From an optimization exercise on the open Yosys and OpenROAD flow, aimed at small area; shortcuts taken in it are not production practice.
RTL that was checked went through simulation tests only; none was proved equivalent to the original.
For run 2, only the layout was checked, not whether the RTL still works.

## flow/design.v (module list and top-level ports; edited modules follow where they fit)
// module mini_fir_mac: 1006 lines
// module mini_fir_cpa: 17 lines
// module mini_fir_fa: 4 lines
// module mini_fir_iha: 4 lines
// module mini_fir_dp: 35 lines
// module mini_fir_ctrl: 57 lines
// module mini_fir: 54 lines
module mini_fir #(
    parameter NUM = 1
)(
    input        clk,
    input        rst_n,
    input  [3:0] i_addr,
    input  [7:0] i_data_wr,
    input        i_wr,
    input        i_rd,
    output [7:0] o_data_rd,
    input  [7:0] i_din,
    output reg [7:0] o_dout
);
  // ...
==> flow/run.sh <==
#!/bin/bash
# synth_recipe.tcl (not shown) runs the flow's synth.tcl, then flattens the netlist and writes it again
# the make line also repeats each setting of config.mk as NAME=value (left out here)
make -C /OpenROAD-flow-scripts/flow DESIGN_CONFIG=/design/flow/config.mk WORK_HOME=/design/flow/orfs CLKGATE_MAP_FILE= SYNTH_SCRIPT=/design/flow/synth_recipe.tcl finish
==> flow/config.mk <==
export PLATFORM = sky130hd
export DESIGN_NAME = mini_fir
export DESIGN_NICKNAME = mini_fir
export VERILOG_FILES = /design/flow/design.v
export SDC_FILE = /design/flow/constraint.sdc
export NUM_CORES = 4
export LEC_CHECK = 0
export ABC_AREA = 1
export CAP_MARGIN = 20
export CORE_MARGIN = 2
export CORE_UTILIZATION = 65
export GPL_TIMING_DRIVEN = 0
export SLEW_MARGIN = 20
export SYNTH_HIERARCHICAL = 1
==> flow/constraint.sdc <==
create_clock -name core_clock -period 5.5 [get_ports {clk}]
set_input_delay 1.1000 -clock core_clock [delete_from_list [all_inputs] [get_ports {clk}]]
set_output_delay 1.1000 -clock core_clock [all_outputs]
set_load 0.01 [all_outputs]
==> metrics.md, run 1 <==
| Metric | Value |
|---|---|
| Status | `no timing/DRC/antenna violations` |
| Clk_buf instances | `17` |
| Reg with most FFs | `u_fir_dp.x_d` |
| Combinational family with the most area after synthesis | `adder cells` |
| Maximum capacitance violations | `0` |
| Seq/Total Area, Yosys | `20.61%` |
| Post-synthesis adder-cell area fraction | `53.40%` |
| N_taps | `324` |
| Most common cell after layout, fill and taps aside | `nand2_1` |
| Simple-gate share of the synthesized area | `16.86%` |
| Global-route met1 utilization | `52.43%` |
| DP HPWL | `39370 um` |
| Die Wd | `162.0 um` |
| Die Area | `26230 um^2` |
| Non-clk bufs | `155` |
| Worst R2R Path Depth | `14` |
| Clock-cell share | `3.528%` |
| Compound-Gate Fraction of Synth Area | `2.399%` |
| First-pass GRT wire length | `75490 um` |
| DR vias/cell | `6.017` |
| Hold Crit Depth | `0` |
==> module mini_fir_dp, before the edit <==
module mini_fir_dp (
    input        clk,
    input  [7:0] i_coeff_00,
    input  [7:0] i_coeff_01,
    input  [7:0] i_coeff_02,
    input  [7:0] i_coeff_03,
    input  [7:0] i_coeff_04,
    input  [7:0] i_coeff_05,
    input  [7:0] i_coeff_06,
    input  [7:0] i_din,
    output [7:0] o_dout
);
reg [55:0] x_d;
always @(posedge clk)
    x_d <= {x_d[47:0], i_din};
wire [9:0] a_n, b_n;
wire       c_n;
mini_fir_mac u_mac (
    .i_c0(i_coeff_00), .i_c1(i_coeff_01), .i_c2(i_coeff_02), .i_c3(i_coeff_03),
    .i_c4(i_coeff_04), .i_c5(i_coeff_05), .i_c6(i_coeff_06),
    .i_x0(x_d[55:48]), .i_x1(x_d[47:40]), .i_x2(x_d[39:32]), .i_x3(x_d[31:24]),
    .i_x4(x_d[23:16]), .i_x5(x_d[15:8]), .i_x6(x_d[7:0]),
    .o_a_n(a_n), .o_b_n(b_n), .o_c_n(c_n)
);
reg [9:0] sa_n, sb_n;
reg       sc_n;
always @(posedge clk) begin
    sa_n <= a_n;
    sb_n <= b_n;
    sc_n <= c_n;
end
wire [10:0] sum;
mini_fir_cpa u_cpa (.i_a_n(sa_n), .i_b_n(sb_n), .i_c_n(sc_n), .o_sum(sum));
assign o_dout = (|sum[10:8]) ? 8'hff : sum[7:0];
endmodule
==> run 2: changes to the inputs <==
--- a/flow/design.v
+++ b/flow/design.v
@@ -1,14 +1,12 @@
 module mini_fir_mac (
     input [7:0] i_c0, input [7:0] i_c1, input [7:0] i_c2, input [7:0] i_c3, input [7:0] i_c4, input [7:0] i_c5, input [7:0] i_c6,
     input [7:0] i_x0, input [7:0] i_x1, input [7:0] i_x2, input [7:0] i_x3, input [7:0] i_x4, input [7:0] i_x5, input [7:0] i_x6,
-    output [9:0] o_a_n,
-    output [9:0] o_b_n,
-    output o_c_n
+    output [10:0] o_sum
 );
 wire p0_0_0, p0_0_1, p0_0_2, p0_0_3, p0_0_4, p0_0_5, p0_0_6, p0_0_7, p0_1_0, p0_1_1, p0_1_2, p0_1_3;
 wire p0_1_4, p0_1_5, p0_1_6, p0_1_7, p0_2_0, p0_2_1, p0_2_2, p0_2_3, p0_2_4, p0_2_5, p0_2_6, p0_2_7;
 wire p0_3_0, p0_3_1, p0_3_2, p0_3_3, p0_3_4, p0_3_5, p0_3_6, p0_3_7, p0_4_0, p0_4_1, p0_4_2, p0_4_3;
 wire p0_4_4, p0_4_5, p0_4_6, p0_4_7, p0_5_0, p0_5_1, p0_5_2, p0_5_3, p0_5_4, p0_5_5, p0_5_6, p0_5_7;
 wire p0_6_0, p0_6_1, p0_6_2, p0_6_3, p0_6_4, p0_6_5, p0_6_6, p0_6_7, p0_7_0, p0_7_1, p0_7_2, p0_7_3;
 wire p0_7_4, p0_7_5, p0_7_6, p0_7_7, p1_0_0, p1_0_1, p1_0_2, p1_0_3, p1_0_4, p1_0_5, p1_0_6, p1_0_7;
 wire p1_1_0, p1_1_1, p1_1_2, p1_1_3, p1_1_4, p1_1_5, p1_1_6, p1_1_7, p1_2_0, p1_2_1, p1_2_2, p1_2_3;
@@ -108,18 +106,20 @@
 wire fs362, fc362, fs363, fc363, fs364, fc364, fs365, fc365, fs366, fc366, fs367, fc367;
 wire fs368, fc368, fs369, fc369, fs370, fc370, fs371, fc371, fs372, fc372, fs373, fc373;
 wire fs374, fc374, fs375, fc375, fs376, fc376, fs377, fc377, fs378, fc378, fs379, fc379;
 wire fs380, fc380, hs14, hc14, fs381, fc381, fs382, fc382, fs383, fc383, fs384, fc384;
 wire fs385, fc385, fs386, fc386, fs387, fc387, fs388, fc388, fs389, fc389, fs390, fc390;
 wire fs391, fc391, fs392, fc392, fs393, fc393, fs394, fc394, fs395, fc395, hs15, hc15;
 wire hs16, hc16, fs396, fc396, fs397, fc397, fs398, fc398, fs399, fc399, fs400, fc400;
 wire fs401, fc401, fs402, fc402, fs403, fc403, fs404, fc404, fs405, fc405, fs406, fc406;
-wire fs407, fc407, fs408, fc408, fs409, fc409, fs410, fc410, fs411, fc411, mc0, mc1;
-wire mc2, mc3, mc4, mc5, mc6, mc7;
+wire fs407, fc407, fs408, fc408, fs409, fc409, fs410, fc410, fs411, fc411, mh17, mc412;
+wire mc413, mc414, mc415, mc416, mc417, mc418, fs419, fc419, fs420, fc420, fs421, fc421;
+wire fs422, fc422, fs423, fc423, fs424, fc424, fs425, fc425, fs426, fc426, fs427, fc427;
+wire fs428, fc428;
 assign p0_0_0 = ~(i_c0[0] & i_x0[0]);
 assign p0_0_1 = ~(i_c0[0] & i_x0[1]);
 assign p0_0_2 = ~(i_c0[0] & i_x0[2]);
 assign p0_0_3 = ~(i_c0[0] & i_x0[3]);
 assign p0_0_4 = ~(i_c0[0] & i_x0[4]);
 assign p0_0_5 = ~(i_c0[0] & i_x0[5]);
 assign p0_0_6 = ~(i_c0[0] & i_x0[6]);
 assign p0_0_7 = ~(i_c0[0] & i_x0[7]);
@@ -987,44 +987,35 @@
 mini_fir_fa u_fa404 (.a(fc388), .b(fs368), .c(fs389), .s(fs404), .co(fc404));
 mini_fir_fa u_fa405 (.a(fc389), .b(fs370), .c(fs390), .s(fs405), .co(fc405));
 mini_fir_fa u_fa406 (.a(fs372), .b(fc390), .c(fs391), .s(fs406), .co(fc406));
 mini_fir_fa u_fa407 (.a(fs374), .b(fc391), .c(fs392), .s(fs407), .co(fc407));
 mini_fir_fa u_fa408 (.a(fs376), .b(fc392), .c(fs393), .s(fs408), .co(fc408));
 mini_fir_fa u_fa409 (.a(fc376), .b(fs394), .c(fc393), .s(fs409), .co(fc409));
 mini_fir_fa u_fa410 (.a(fs380), .b(fc394), .c(fs395), .s(fs410), .co(fc410));
 mini_fir_fa u_fa411 (.a(hs15), .b(fc380), .c(fc395), .s(fs411), .co(fc411));
-assign mc0 = hs16 | fs351;
-assign mc1 = (hc16 & fs396) | (mc0 & (hc16 | fs396));
-assign mc2 = (fc396 & fs397) | (mc1 & (fc396 | fs397));
-assign mc3 = (fc397 & fs398) | (mc2 & (fc397 | fs398));
-assign mc4 = (fc398 & fs399) | (mc3 & (fc398 | fs399));
-assign mc5 = (fc399 & fs400) | (mc4 & (fc399 | fs400));
-assign mc6 = (fc400 & fs401) | (mc5 & (fc400 | fs401));
-assign mc7 = (fc401 & fs402) | (mc6 & (fc401 | fs402));
-assign o_a_n = {fc411, fc410, fc409, fc408, fc407, fc406, fc405, fc404, fc403, fc402};
-assign o_b_n = {hc15, fs411, fs410, fs409, fs408, fs407, fs406, fs405, fs404, fs403};
-assign o_c_n = mc7;
-endmodule
-module mini_fir_cpa (
-    input  [9:0] i_a_n,
-    input  [9:0] i_b_n,
-    input         i_c_n,
-    output [10:0] o_sum
-);
-wire [10:0] c_n;
-wire [9:0] s_n;
-assign c_n[0] = i_c_n;
-genvar i;
-generate
-    for (i = 0; i < 10; i = i + 1) begin : g_rip
-        mini_fir_fa u_fa (.a(i_a_n[i]), .b(i_b_n[i]), .c(c_n[i]), .s(s_n[i]), .co(c_n[i+1]));
-    end
-endgenerate
-assign o_sum = ~{c_n[10], s_n};
+assign mh17 = hs16 | fs351;
+assign mc412 = (hc16 & fs396) | (mh17 & (hc16 | fs396));
+assign mc413 = (fc396 & fs397) | (mc412 & (fc396 | fs397));
+assign mc414 = (fc397 & fs398) | (mc413 & (fc397 | fs398));
+assign mc415 = (fc398 & fs399) | (mc414 & (fc398 | fs399));
+assign mc416 = (fc399 & fs400) | (mc415 & (fc399 | fs400));
+assign mc417 = (fc400 & fs401) | (mc416 & (fc400 | fs401));
+assign mc418 = (fc401 & fs402) | (mc417 & (fc401 | fs402));
+mini_fir_fa u_fa419 (.a(fc402), .b(fs403), .c(mc418), .s(fs419), .co(fc419));
+mini_fir_fa u_fa420 (.a(fc403), .b(fs404), .c(fc419), .s(fs420), .co(fc420));
+mini_fir_fa u_fa421 (.a(fc404), .b(fs405), .c(fc420), .s(fs421), .co(fc421));
+mini_fir_fa u_fa422 (.a(fc405), .b(fs406), .c(fc421), .s(fs422), .co(fc422));
+mini_fir_fa u_fa423 (.a(fc406), .b(fs407), .c(fc422), .s(fs423), .co(fc423));
+mini_fir_fa u_fa424 (.a(fc407), .b(fs408), .c(fc423), .s(fs424), .co(fc424));
+mini_fir_fa u_fa425 (.a(fc408), .b(fs409), .c(fc424), .s(fs425), .co(fc425));
+mini_fir_fa u_fa426 (.a(fc409), .b(fs410), .c(fc425), .s(fs426), .co(fc426));
+mini_fir_fa u_fa427 (.a(fc410), .b(fs411), .c(fc426), .s(fs427), .co(fc427));
+mini_fir_fa u_fa428 (.a(fc411), .b(hc15), .c(fc427), .s(fs428), .co(fc428));
+assign o_sum = ~{fc428, fs428, fs427, fs426, fs425, fs424, fs423, fs422, fs421, fs420, fs419};
 endmodule
 module mini_fir_fa (input a, input b, input c, output s, output co);
 assign s  = a ^ b ^ c;
 assign co = (a & b) | (c & (a ^ b));
 endmodule
 module mini_fir_iha (input a, input b, output s, output co);
 assign s  = ~(a ^ b);
 assign co = a | b;
@@ -1034,40 +1025,31 @@
     input  [7:0] i_coeff_00,
     input  [7:0] i_coeff_01,
     input  [7:0] i_coeff_02,
     input  [7:0] i_coeff_03,
     input  [7:0] i_coeff_04,
     input  [7:0] i_coeff_05,
     input  [7:0] i_coeff_06,
     input  [7:0] i_din,
-    output [7:0] o_dout
+    output reg [7:0] o_dout
 );
 reg [55:0] x_d;
 always @(posedge clk)
     x_d <= {x_d[47:0], i_din};
-wire [9:0] a_n, b_n;
-wire       c_n;
+wire [10:0] sum;
 mini_fir_mac u_mac (
     .i_c0(i_coeff_00), .i_c1(i_coeff_01), .i_c2(i_coeff_02), .i_c3(i_coeff_03),
     .i_c4(i_coeff_04), .i_c5(i_coeff_05), .i_c6(i_coeff_06),
     .i_x0(x_d[55:48]), .i_x1(x_d[47:40]), .i_x2(x_d[39:32]), .i_x3(x_d[31:24]),
     .i_x4(x_d[23:16]), .i_x5(x_d[15:8]), .i_x6(x_d[7:0]),
-    .o_a_n(a_n), .o_b_n(b_n), .o_c_n(c_n)
+    .o_sum(sum)
 );
-reg [9:0] sa_n, sb_n;
-reg       sc_n;
-always @(posedge clk) begin
-    sa_n <= a_n;
-    sb_n <= b_n;
-    sc_n <= c_n;
-end
-wire [10:0] sum;
-mini_fir_cpa u_cpa (.i_a_n(sa_n), .i_b_n(sb_n), .i_c_n(sc_n), .o_sum(sum));
-assign o_dout = (|sum[10:8]) ? 8'hff : sum[7:0];
+always @(posedge clk)
+    o_dout <= (|sum[10:8]) ? 8'hff : sum[7:0];
 endmodule
 module mini_fir_ctrl (
     input        clk,
     input        rst_n,
     input  [3:0] i_addr,
     input  [7:0] i_data_wr,
     input        i_wr,
     input        i_rd,
==> flow/config.mk (replaced) <==
export PLATFORM = sky130hd
export DESIGN_NAME = mini_fir
export DESIGN_NICKNAME = mini_fir
export VERILOG_FILES = /design/flow/design.v
export SDC_FILE = /design/flow/constraint.sdc
export NUM_CORES = 4
export LEC_CHECK = 0
export ABC_AREA = 1
export CAP_MARGIN = 20
export CORE_MARGIN = 2
export CORE_UTILIZATION = 40
export SLEW_MARGIN = 20
export SYNTH_HIERARCHICAL = 1
==> run 2 against run 1 <==
Now fails the layout checks on setup timing. Sequential share of layout area down 2.3 points. Global-route usage down 13 points. Core utilization down 24 points. Synthesized cell count down 2.2%. Maximum frequency down 38%.
==> metrics.md, run 2 <==
| Metric | Value |
|---|---|
| Placed instance count | `2191` |
| GRT Total Usage | `26.89%` |
| Synth warnings | `9` |
| Final Cycle Share | `159.1%` |
| DRT antenna net count | `0` |
| Critical Path Source Type | `register` |
| Most common cell in the netlist | `nand2_1` |
| Util after Layout | `47.61%` |
| Grt total ovfl | `0` |
| Skew-Pair Late Insertion Delay | `0.45 ns` |
| CP arrival | `9.08 ns` |
| Asr flop ratio synth | `52.94%` |
| Most common cell after layout, fill and taps aside | `nand2_1` |
| CTS buffer count | `17` |
| Core ar. | `38830 um^2` |
| First-pass GRT wire length | `79180 um (+4.9%)` |
| Hold Crit Depth | `2 (+2)` |
| Worst slew pin tran | `0.8044 ns` |
| Setup violations, final | `8` |
| CP top delay family | `adder cells` |
| SO Faults | `setup timing` |
| Stages on worst setup path | `25` |
| Fill count | `3610` |
| Layout area overhead | `16.98%` |
| Number of H-tree levels | `4` |
| DP HPWL | `43600 um (+11%)` |
| XOR/XNOR Fraction of Synth Area | `0%` |
| Post-layout min period | `8.753 ns` |
| Reg clk slew, reported paths | `0.06 ns` |
| Relative slew margins | `46.37%` |
| Commonest non-fill, non-tap cells in the layout | `nand2_1 (587), fa_1 (395), buf_4 (171)` |
| DR vias/cell | `5.181 (-14%)` |
| Slowest CP cell | `fa_1` |
| Final worst slack | `-3.253 ns` |
| WL/cell | `23.12 um` |
| Die Y | `202.8 um` |
| Row count | `72` |
| Reg with most FFs | `u_fir_dp.x_d` |
| Synth area leaders | `fa_1 (53%), nand2_1 (14%), dfrtp_1 (11%)` |
| Drt first pass iters | `5` |
| Die Area | `41110 um^2 (+57%)` |
| Maximum capacitance violations | `0 (unchanged)` |
| Worst Path Required | `5.83 ns` |
| Number of synthesized flops with an enable pin | `0` |
| WS Path Type | `reg -> reg` |
| Worst R2R Path Depth | `25 (+11)` |
| Mux contribution to synthesized area | `0%` |
| Combinational family with the most area after synthesis | `adder cells` |
| CTS Buffer Depth | `2` |
| Post-synthesis adder-cell area fraction | `54.81% (+1.4 points)` |
| Vias | `11530` |
| IO Count | `40` |
| Buf/Inv on CP | `2` |
| Yosys top cell by area | `fa_1` |
| Final Skew | `0.01119 ns` |
| Final WL | `51470 um` |
| DP Area | `17790 um^2` |
| Commonest cells post-synth | `nand2_1 (594), fa_1 (422), clkbuf_1 (113)` |
| Simple-gate share of the synthesized area | `17.40% (+0.54 points)` |
| Die Wd | `202.8 um (+25%)` |
| Post-CTS Hold Buffers | `0` |
| Share of layout cells above drive strength 1 | `16.74%` |
| Final Hold Viols | `0` |
| Max Freq | `0.1143 GHz` |
| Routability cong. | `0.9765` |
| Worst hold path class | `reg -> reg` |
| Final Non-Filler Cells | `2226` |
| Pre-CTS setup slack | `-3.352 ns` |
| Synth top area share | `53.46%` |
| Seq/Total Area, Yosys | `19.51% (-1.1 points)` |
| Critical Path End Type | `register` |
| Cells after Synth | `1583` |
| Crit-path most repeated cell | `fa_2` |
| Final slew viol count | `0` |
| Clock sink count | `136` |
| Synth Flop Type | `dfrtp_1` |
| DRC | `0` |
| Critical path peak fanout | `9` |
| Vias in the first global route | `12670` |
| Synth Net Count | `2046` |
| DR iter-0 viols | `1113` |
| Avg Inst Size Synth | `9.983 um^2` |
| Initial core utilization | `40.70%` |
| Netlist cell types | `23` |
| RSZ-0062 raised after global routing | `true` |
| Compound-Gate Fraction of Synth Area | `2.399% (about the same)` |
| Initial antenna violation count | `0` |
| Status | `finished with violations` |
| PortBufs | `39` |
| Mapped Area | `15800 um^2` |
| Final net count | `2158` |
| Number of flip-flops in the largest register | `56` |
| # diodes | `0` |
| Largest net degree at the start of global routing | `51` |
| Post-layout instance area | `18490 um^2` |
| Clock Tree Root | `clkbuf_16` |
| Crit path largest cell delay | `0.64 ns` |
| CTS tree | `built` |
| Number of synthesized register bits | `136` |
==> run 2: changes by cell type after synthesis <==
cell | before | now
buf_4 | 22 | 2
dfxtp_1 | 77 | 64
inv_1 | 111 | 108
nand3_1 | 67 | 69
or2_2 | 0 | 2
a21oi_1 | 10 | 9
nand2_1 | 595 | 594
nor2_1 | 18 | 17
o21ai_0 | 65 | 64
==> run 2: cell type report <==
cell class / count / area [um^2] / area share [%]
Tap cell: 518 / 648.1 / 3.506
Multi-Input combinational cell: 1207 / 11910 / 64.43
Sequential cell: 136 / 3103 / 16.79
Inverter: 110 / 412.9 / 2.234
Clock buffer: 19 / 442.9 / 2.396
Timing Repair Buffer: 223 / 1848 / 9.997
Clock inverter: 13 / 121.4 / 0.6565
==> run 2: worst register-to-register path, delay by kind of cell (launching register included) <==
family | cells | cell delay, ns
flip-flops | 1 | 0.38
adder cells (fa/ha/maj) | 17 | 7.22
AND/OR/NAND/NOR | 6 | 0.78
buffers and inverters | 2 | 0.23
==> run 2: metal layers <==
layer	GRT usage (%)	vias up	share of wire (%)
met5	0	-	0
li1	-	4937	-
met3	4.799	99	7.1
met2	42.82	519	48
met4	11.44	0	4.4
met1	36.47	5978	40
==> run 2: cell families (layout without fill, tap and decap cells) <==
family	count (synthesis)	in the layout
simple gates	693	693
fa+ha+maj	439	439
buf+inv	240	365
flops	136	136
compound gates	75	75
==> run 2: final timing paths <==
kind / from / endpoint / slack, ns
worst max-delay path: u_fir_ctrl.o_coeff_06[3] / u_fir_dp.o_dout[3] / -3.25
max in group asynchronous: rst_n / u_fir_ctrl.o_coeff_05[0] / 3.78
worst max register to register: u_fir_ctrl.o_coeff_06[3] / u_fir_dp.o_dout[3] / -3.25
worst min-delay path: u_fir_dp.o_dout[7] / o_dout[7] / 0.42
min in group asynchronous: rst_n / u_fir_ctrl.o_coeff_02[7] / 0.54
worst min register to register: u_fir_dp.o_dout[7] / o_dout[7] / 0.42
==> run 2: Yosys stat by module (local to each module, per instance) <==
module / cells inside / copies in the design / flip-flops and latches
mini_fir_mac: 602 / 1 / 0
mini_fir_iha: 5 / 17 / 0
mini_fir_dp: 82 / 1 / 64
mini_fir_fa: 1 / 422 / 0
mini_fir_ctrl: 358 / 1 / 64
mini_fir: 34 / 1 / 8
==> run 2: per-stage QoR <==
step	hold slack, ns	TNS (ns)
after detailed placement	0.4157	-26.71
after CTS	0.4263	-25.99
after global routing	0.4701	-27.52
final	0.4246	-25.93
after global placement	0.4158	-25.96
after floorplan	0.3290	-23.54
==> run 2: what timing repair did <==
item / 4_1_cts / 5_1_grt
pin swaps: 6 / 12
resized for setup: 22 / 22
setup endpoints to repair: 8 / 8
buffers inserted: 2 / 1

## afterwards: timing with drivers on the ports
In the flow no input, the clock included, has a driving cell. The finished layouts below were timed again as built, in two steps.
Step 1 (the two cells are an assumption about what drives the block):
set clk [get_ports {clk}]
set_driving_cell -lib_cell sky130_fd_sc_hd__clkbuf_16 $clk
set_driving_cell -lib_cell sky130_fd_sc_hd__buf_2 [delete_from_list [all_inputs] $clk]
Step 2 adds t to the input delays and takes it off the output delays; t is the mean of the earliest and latest rising clock arrival at the registers after step 1. Input paths then give back, and output paths get back, about the clock's delay inside the block.
a / b / c = no drivers / after step 1 / after step 2; a / b = the first two.
run	t (ns)	setup WS [ns]	worst hold slack (ns)	latest minus earliest clock arrival (ns)	slew at the worst register clock pin (ns)
run 1	0.494	0.083 / 0.083 / 0.083	0.346 / 0.346 / 0.346	0.020 / 0.020	0.08 / 0.08
run 2	0.502	-3.253 / -3.253 / -3.253	0.425 / 0.425 / 0.425	0.018 / 0.017	0.07 / 0.07
